This design comes from an exercise in tuning for small area and a short achievable clock period on the open sky130 flow, not from production work.

== run a ==
==> module cordic_vec, before the edit <==
module cordic_vec(clk,a0,b0,r,ang);
  input signed [15:0] a0,b0;
  input clk;
  output signed [15:0] r,ang;
  reg [15:0] x0r, y0r;
  always @(posedge clk) begin
    x0r <= a0;
    y0r <= b0;
  end
  genvar k;
  generate
    for (k = 1; k <= 11; k = k + 1) begin : st
      wire [15:0] xi, yi, xo, yo;
      wire [k-1:0] di;
      reg [15:0] x, y;
      reg [k-1:0] d;
      if (k == 1) begin : f
        assign xi = x0r;
        assign yi = y0r;
      end else begin : n
        assign xi = st[k-1].x;
        assign yi = st[k-1].y;
        assign di[k-2:0] = st[k-1].d;
      end
      assign di[k-1] = yi[15];
      cstage #(k-1) cs (.x(xi), .y(yi), .xn(xo), .yn(yo));
      always @(posedge clk) begin
        x <= xo;
        y <= yo;
        d <= di;
      end
    end
  endgenerate
  wire [15:0] x12, y12, x13, y13;
  cstage #(11) c11 (.x(st[11].x), .y(st[11].y), .xn(x12), .yn(y12));
  cstage #(12) c12 (.x(x12), .y(y12), .xn(x13), .yn(y13));
  reg [15:0] x13r, y13r;
  reg [12:0] d13r;
  always @(posedge clk) begin
    x13r <= x13;
    y13r <= y13;
    d13r <= {y12[15], st[11].y[15], st[11].d};
  end
  wire [15:0] x14, y14, x15, y15;
  cstage #(13) c13 (.x(x13r), .y(y13r), .xn(x14), .yn(y14));
  cstage #(14) c14 (.x(x14), .y(y14), .xn(x15), .yn(y15));
  wire [15:0] x16 = x15 + {15'd0, y15[15]};
  reg [15:0] x16r;
  reg [15:0] dr;
  always @(posedge clk) begin
    x16r <= x16;
    dr <= {y15[15], y14[15], y13r[15], d13r};
  end
  wire neg = x16r[15];
  wire [14:0] u = x16r[14:0] ^ {15{neg}};
  wire [18:0] t9 = {4'd0, u} + {1'b0, u, 3'd0};
  wire [15:0] zs = 16'd34361
    + ({16{dr[0]}}  & 16'd41072) + ({16{dr[1]}}  & 16'd12396)
    + ({16{dr[2]}}  & 16'd37456) + ({16{dr[3]}}  & 16'd51276)
    + ({16{dr[4]}}  & 16'd58376) + ({16{dr[5]}}  & 16'd61956)
    + ({16{dr[6]}}  & 16'd63746) + ({16{dr[7]}}  & 16'd64640)
    + ({16{dr[8]}}  & 16'd65088) + ({16{dr[9]}}  & 16'd65312)
    + ({16{dr[10]}} & 16'd65424) + ({16{dr[11]}} & 16'd65480)
    + ({16{dr[12]}} & 16'd65510) + ({16{dr[13]}} & 16'd65522)
    + ({16{dr[14]}} & 16'd65530) + ({16{dr[15]}} & 16'd65534);
  reg [18:0] t9r;
  reg negr;
  reg [15:0] zr;
  always @(posedge clk) begin
    t9r <= t9;
    negr <= neg;
    zr <= zs;
  end
  wire [21:0] t45 = {3'd0, t9r} + {1'b0, t9r, 2'd0};
  wire signed [29:0] s = $signed({11'd0, t9r})
                       + $signed({7'd0, t9r, 4'd0})
                       + $signed({5'd0, t9r, 6'd0})
                       + $signed({1'd0, t9r, 10'd0})
                       + $signed({17'd0, t45[21:9]})
                       + (negr ? -30'sd6426 : 30'sd8);
  reg [15:0] rr, angr;
  always @(posedge clk) begin
    rr <= s[29:14] ^ {16{negr}};
    angr <= zr;
  end
  assign r = rr;
  assign ang = angr;
endmodule
clock: 32.0 ns
lec_check: 0
cap_margin: 20
core_margin: 2
core_utilization: 40
slew_margin: 20
run.sh (not shown) runs the stock make flow with config.mk's settings and CLKGATE_MAP_FILE= SYNTH_SCRIPT=/design/flow/synth_recipe.tcl, a recipe that flattens the netlist after the stock synthesis.
Looking at the reports, run a completed the entire flow and the layout it produced met the timing, design-rule and antenna checks.
--- input diff run a..run b ---
--- a/flow/design.v
+++ b/flow/design.v
@@ -23,4 +23,44 @@
   rca #(16) ax (.a(x), .b(ys ^ {16{d}}),  .ci(d),  .s(xn));
   rca #(16) ay (.a(y), .b(xs ^ {16{~d}}), .ci(~d), .s(yn));
+endmodule
+module cstage_late #(parameter I = 11) (
+  input  [15:0] x, y,
+  output [15:0] xn, yn
+);
+  localparam L = 16 - I;   
+  wire d = y[15];
+  wire [L-2:0] ox = y[14:I] ^ {(L-1){d}};
+  wire [I:0] xu = x[15:L-1];
+  wire [I:0] fx;
+  wire [L-1:0] oy = x[15:I] ^ {L{~d}};
+  wire [L:0] yl = {1'b0, y[L-1:0]} + {1'b0, oy} + {{L{1'b0}}, ~d};
+  wire e = oy[L-1];
+  wire inc = yl[L] & ~e;
+  wire dec = ~yl[L] & e;
+  wire [I-1:0] yu = y[15:L];
+  wire [I-1:0] fy;
+  genvar j;
+  generate
+    for (j = 0; j < I; j = j + 1) begin : f
+      if (j == 0) begin : z
+        assign fy[j] = inc | dec;
+      end else begin : o
+        assign fy[j] = (inc & (&yu[j-1:0])) | (dec & ~(|yu[j-1:0]));
+      end
+    end
+  endgenerate
+  assign yn = {yu ^ fy, yl[L-1:0]};
+  wire [L-1:0] xs = {1'b0, x[L-2:0]} + {1'b0, ox} + {{(L-1){1'b0}}, d};
+  wire c = xs[L-1];
+  generate
+    for (j = 0; j <= I; j = j + 1) begin : g
+      if (j == 0) begin : z
+        assign fx[j] = c;
+      end else begin : o
+        assign fx[j] = c & (&xu[j-1:0]);
+      end
+    end
+  endgenerate
+  assign xn = {xu ^ fx, xs[L-2:0]};
 endmodule
 module cordic_vec(clk,a0,b0,r,ang);
@@ -58,6 +98,6 @@
   endgenerate
   wire [15:0] x12, y12, x13, y13;
-  cstage #(11) c11 (.x(st[11].x), .y(st[11].y), .xn(x12), .yn(y12));
-  cstage #(12) c12 (.x(x12), .y(y12), .xn(x13), .yn(y13));
+  cstage_late #(11) c11 (.x(st[11].x), .y(st[11].y), .xn(x12), .yn(y12));
+  cstage_late #(12) c12 (.x(x12), .y(y12), .xn(x13), .yn(y13));
   reg [15:0] x13r, y13r;
   reg [12:0] d13r;
@@ -68,6 +108,6 @@
   end
   wire [15:0] x14, y14, x15, y15;
-  cstage #(13) c13 (.x(x13r), .y(y13r), .xn(x14), .yn(y14));
-  cstage #(14) c14 (.x(x14), .y(y14), .xn(x15), .yn(y15));
+  cstage_late #(13) c13 (.x(x13r), .y(y13r), .xn(x14), .yn(y14));
+  cstage_late #(14) c14 (.x(x14), .y(y14), .xn(x15), .yn(y15));
   wire [15:0] x16 = x15 + {15'd0, y15[15]};
   reg [15:0] x16r;
## What came out
Run a → run b: global-route usage was more or less identical, combined area of the multi-input logic cells rose by about 4.4%, fraction of met1 tracks used by global routing went up 1.3 points.
The sequential share of layout area in run b sits 0.49 points below the value recorded for run a.
Row slack of the worst reg-to-reg path: run b higher / run a lower
Run b vs run a: multi-input gate share of total cell area up
Compared with run a, run b has extra setup slack.
Of the two values seen for class of the most critical setup path, reg2out was produced by run b and reg2reg by run a.
No functional check of the RTL was part of any run of this note.

[afterwards: timing with drivers on the ports]
The results above use ideal ports. As a check the final layouts listed here were re-extracted and re-timed, cells and wires unchanged.
Step 1: set_driving_cell puts a clkbuf_16 on clk and a buf_2 on each other input, an assumption about the parent block.
Step 2, shift: input delay + t, output delay - t, t = (earliest + latest rising clock arrival at the registers) / 2. This alone moves slack from input paths to output paths.
Slacks: no drivers / after step 1 / after step 2; pairs: no drivers / after step 1.
run | t (ns) | slack for setup (ns) | worst setup path after step 2
run a | 0.666 | 17.667 / 17.667 / 17.667 | register to register
run b | 0.663 | 24.153 / 24.097 / 24.412 | register to register
After both steps setup and hold are still met in every run listed.
